Source: an optimization exercise on an open RTL-to-GDS flow (aim: small area, a short achievable clock period and few clock cycles). Production flows keep margins and buffers that such runs may drop. Only simulation tests tie the RTL to the original design; equivalence was not proved. Power figures rest on the tool's default switching activity, not on a simulated workload.

==> run a: inputs <==
==> flow/design.v (excerpt) <==
module MainDatapath(input  logic CLK, Reset,
                    output logic [31:0] imem_addr,
                    input  logic [31:0] imem_rdata,
                    output logic [31:0] dmem_addr,
                    output logic [31:0] dmem_wdata,
                    output logic [3:0]  dmem_wstrb,
                    input  logic [31:0] dmem_rdata);
clock: 13.0 ns
lec_check: 0
cap_margin: 20
core_margin: 2
core_utilization: 40
cts_cluster_diameter: 60
cts_cluster_size: 20
slew_margin: 20
standard.sh (not shown) runs the stock make flow with config.mk's settings and CLKGATE_MAP_FILE= SYNTH_SCRIPT=/design/flow/synth_recipe.tcl, a recipe that flattens the netlist after the stock synthesis.
==> flow/flow/run.sh <==
#!/bin/bash
set -o pipefail
export SETUP_SLACK_MARGIN=8.5
export BUFFER_PORTS_ARGS="-buffer_cell sky130_fd_sc_hd__buf_2"
bash standard.sh > standard.log 2>&1
==> run b: changes against run a <==
--- a/flow/design.v
+++ b/flow/design.v
@@ -45,20 +45,18 @@
             3'd6: ALUOutput = dataA | dataB;
             default: ALUOutput = dataA & dataB;
         endcase
     end
 endmodule
-module RegisterFile (input  logic        CLK, Clear, RegWrite,
+module RegisterFile (input  logic        CLK, RegWrite,
                      input  logic [31:1] Sel1, Sel2,        
                      input  logic [4:0]  WriteAddress,
                      input  logic [31:0] WriteData,
                      output logic [31:0] ReadData1, ReadData2);
     logic [31:0] Registers [1:31];
     always_ff @(posedge CLK)
-        for (int i = 1; i < 32; i++)
-            if (Clear || (RegWrite && WriteAddress == 5'(i)))
-                Registers[i] <= WriteData & {32{!Clear}};
+        if (RegWrite && WriteAddress != 5'd0) Registers[WriteAddress] <= WriteData;
     always_comb begin
         ReadData1 = 32'd0;
         ReadData2 = 32'd0;
         for (int i = 1; i < 32; i++) begin
             ReadData1 = ReadData1 | (Registers[i] & {32{Sel1[i]}});
@@ -78,11 +76,11 @@
                            OP_ST = 5'b01000, OP_OPI = 5'b00100, OP_OP = 5'b01100;
     logic [31:2] pc;                   
     logic [31:0] ins;                  
     logic [31:0] opa, opb;             
     logic        dv, fw1a, fw1r, fw2a, fw2r, fww1, fww2, ldh;
-    logic [31:0] m_res, m_addr;        
+    logic [31:0] m_res, m_addr, m_sdata;    
     logic [3:0]  m_wstrb;
     logic [4:0]  m_rd;
     logic        m_we, m_ld, m_add;
     logic [2:0]  m_f3;
     logic [31:0] w_val;                
@@ -141,33 +139,39 @@
     assign fww2_n = m_we && f_use2 && f_rs2 == m_rd && !(dx_wr && f_rs2 == rd);
     assign ldh_n  = dx_ld_wr && ((f_use1 && f_rs1 == rd) || (f_use2 && f_rs2 == rd));
     assign f_dec1 = 32'd1 << f_rs1;
     assign f_dec2 = 32'd1 << f_rs2;
     logic [31:0] rf1, rf2, wb_data, opa_n, opb_n;
-    RegisterFile RF(.CLK(CLK), .Clear(Reset), .RegWrite(w_we),
-                    .Sel1(f_dec1[31:1]), .Sel2(f_dec2[31:1]), .WriteAddress(w_rd),
-                    .WriteData(wb_data), .ReadData1(rf1), .ReadData2(rf2));
+    logic [4:0] clr;
+    logic       clearing;
+    assign clearing = clr != 5'd0;
+    always_ff @(posedge CLK or posedge Reset)
+        if (Reset)         clr <= 5'd31;
+        else if (clearing) clr <= clr - 5'd1;
+    RegisterFile RF(.CLK(CLK), .RegWrite(w_we | clearing),
+                    .Sel1(f_dec1[31:1]), .Sel2(f_dec2[31:1]),
+                    .WriteAddress(clearing ? clr : w_rd),
+                    .WriteData(wb_data & {32{!clearing}}), .ReadData1(rf1), .ReadData2(rf2));
     assign opa_n = (w_we && w_rd == f_rs1) ? wb_data : rf1;
     assign opb_n = !f_use2 ? f_imm : (w_we && w_rd == f_rs2) ? wb_data : rf2;
     logic [31:0] a, b;
     assign a = (opa & {32{!fw1a & !fw1r & !fww1}}) | (m_addr & {32{fw1a}}) | (m_res & {32{fw1r}}) |
                (wb_data & {32{fww1}});
     assign b = (opb & {32{!fw2a & !fw2r & !fww2}}) | (m_addr & {32{fw2a}}) | (m_res & {32{fw2r}}) |
                (wb_data & {32{fww2}});
-    logic [31:0] opB, sum, alu, res, sdata;
+    logic [31:0] opB, sum, alu, res;
     logic        lt, ltu;
     logic        sub;
     assign opB = is_st ? simm : b;
     assign sub = is_sub;
     ALU ALU(.dataA(a), .dataB(opB), .f3((is_op | is_opi) ? f3 : 3'd0), .sub(sub),
             .alt(ins[30]), .Sum(sum), .ALUOutput(alu));
     logic [31:0] tgt, pc4;
     assign pc4 = {pc, 2'b00};
     assign tgt = pc4 + ((is_br ? bimm : opb) - 32'd4);    
     always_comb begin
-        if (is_st)                  res = sdata;
-        else if (is_lui)            res = opb;
+        if (is_lui)                 res = opb;
         else if (is_auipc)          res = tgt;
         else if (is_jal || is_jalr) res = pc4;
         else if (f3 == 3'd2)        res = {31'd0, lt};
         else if (f3 == 3'd3)        res = {31'd0, ltu};
         else                        res = alu;
@@ -204,16 +208,16 @@
         endcase
     end
     assign redirect = go && (is_jal || is_jalr || (is_br && cond));
     always_ff @(posedge CLK or posedge Reset)
         if (Reset)         pc <= 30'd0;
-        else if (stall)    pc <= pc;
+        else if (stall || clearing) pc <= pc;
         else if (redirect) pc <= is_jalr ? sum[31:2] : tgt[31:2];
         else               pc <= pc + 30'd1;
     always_ff @(posedge CLK or posedge Reset)
         if (Reset)       dv <= 1'b0;
-        else if (!stall) dv <= !redirect;
+        else if (!stall) dv <= !redirect && !clearing;
     always_ff @(posedge CLK)
         if (!stall) begin
             ins  <= imem_rdata;
             is_lui   <= f_lui;
             is_auipc <= f_auipc;
@@ -245,10 +249,11 @@
             fw2r <= 1'b0;
             fww1 <= m_we && m_rd == rs1;
             fww2 <= m_we && m_rd == rs2 && (is_br || is_st || is_op);
             ldh  <= 1'b0;
         end
+    logic [31:0] sdata;
     logic [3:0]  wstrb;
     always_comb begin
         case (f3[1:0])
             2'd0: begin sdata = {4{b[7:0]}};  wstrb = 4'b0001 << sum[1:0]; end
             2'd1: begin sdata = {2{b[15:0]}}; wstrb = sum[1] ? 4'b1100 : 4'b0011; end
@@ -264,17 +269,18 @@
             m_wstrb <= (go && is_st) ? wstrb : 4'd0;
         end
     always_ff @(posedge CLK) begin
         m_res   <= res;
         m_addr  <= sum;
+        m_sdata <= sdata;
         m_rd    <= rd;
         m_ld    <= is_ld;
         m_add   <= is_add;
         m_f3    <= f3;
     end
     assign dmem_addr  = m_addr;
-    assign dmem_wdata = m_res;
+    assign dmem_wdata = m_sdata;
     assign dmem_wstrb = m_wstrb;
     logic [31:0] ldata;
     logic [15:0] half;
     logic [7:0]  byte_;
     assign half  = m_addr[1] ? dmem_rdata[31:16] : dmem_rdata[15:0];
--- a/flow/config.mk
+++ b/flow/config.mk
@@ -7,7 +7,8 @@
 export LEC_CHECK = 0
 export CAP_MARGIN = 20
 export CORE_MARGIN = 2
 export CORE_UTILIZATION = 40
 export CTS_CLUSTER_DIAMETER = 60
-export CTS_CLUSTER_SIZE = 20
+export CTS_CLUSTER_SIZE = 25
 export SLEW_MARGIN = 20
+export TNS_END_PERCENT = 20
==> summary.txt <==
- Of run b and run a, run b has the higher flip-flop and latch count (gap 37).
- Global-route usage: run a is higher than run b (4.1 points).
- In run b the sequential share of layout area is higher than in run a, by 2.3 points.
- Between run a and run b, the lower cell count is in run b (gap about 1.5%, measured against run b).
- In run a the synthesized cell count is smaller than in run b, by about 0.22%.
- Against run a, the design area of run b is smaller by 2.8%.
==> figures <==
|  | run b | run a |
|---|---|---|
| Clock share of power | 29.3% | 26.8% |
| Clk Latency, worst-skew pair | 0.83 ns | 0.80 ns |
| Run status | timing/DRC/antenna clean | timing/DRC/antenna clean |
| Portion of the post-synthesis area used by sequential elements | 55.49% | 54.80% |
| Logic pwr share | 27.0% | 30.2% |
| Number of antenna violations at the first check in global routing | 21 | 41 |
| Leakage power | 0.02694 uW | 0.02906 uW |
| Total detailed-routing wirelength | 350.0 mm | 383.2 mm |
| Ratio of routed vias to standard cells | 7.434 | 7.639 |
| Layout Cell Area excl Fill | 76,660 sq um | 78,880 sq um |
| # rows | 148 | 147 |
| Pre-CTS setup slack | 6.449 ns | 6.334 ns |
| Maximum frequency from static timing analysis | 210.2 MHz | 195.8 MHz |
| Well Taps | 2,175 | 2,160 |
Testbench counts of run a, summed over its fixed seeds: cycles 166,588.
Testbench counts of run b, summed over its fixed seeds: cycles 166,588.

-- port drivers added, routing unchanged --
In the flow no input, the clock included, has a driving cell. The finished layouts below were timed again as built, in two steps.
Step 1 assumes that a clkbuf_16 drives the clock port and a buf_2 every other input.
Step 2 adds t to the input delays and takes it off the output delays; t is the mean of the earliest and latest rising clock arrival at the registers after step 1. Input paths then give back, and output paths get back, about the clock's delay inside the block.
a / b / c = no drivers / after step 1 / after step 2; a / b = the first two.
| run | t, ns | setup slack, ns | hold slack, ns | latest minus earliest clock arrival (ns) | worst slew at a driven data input, ns |
|---|---|---|---|---|---|
| run a | 0.835 | 7.893 / 7.893 / 7.517 | 0.429 / 0.429 / 0.429 | 0.093 / 0.094 | 0.10 |
| run b | 0.877 | 8.242 / 8.242 / 7.428 | 0.454 / 0.454 / 0.454 | 0.104 / 0.105 | 0.12 |
After both steps every run listed still meets setup and hold. The setup slack of run b, which loses most, moves by 0.000 ns with the drivers and by -0.814 ns with both steps.
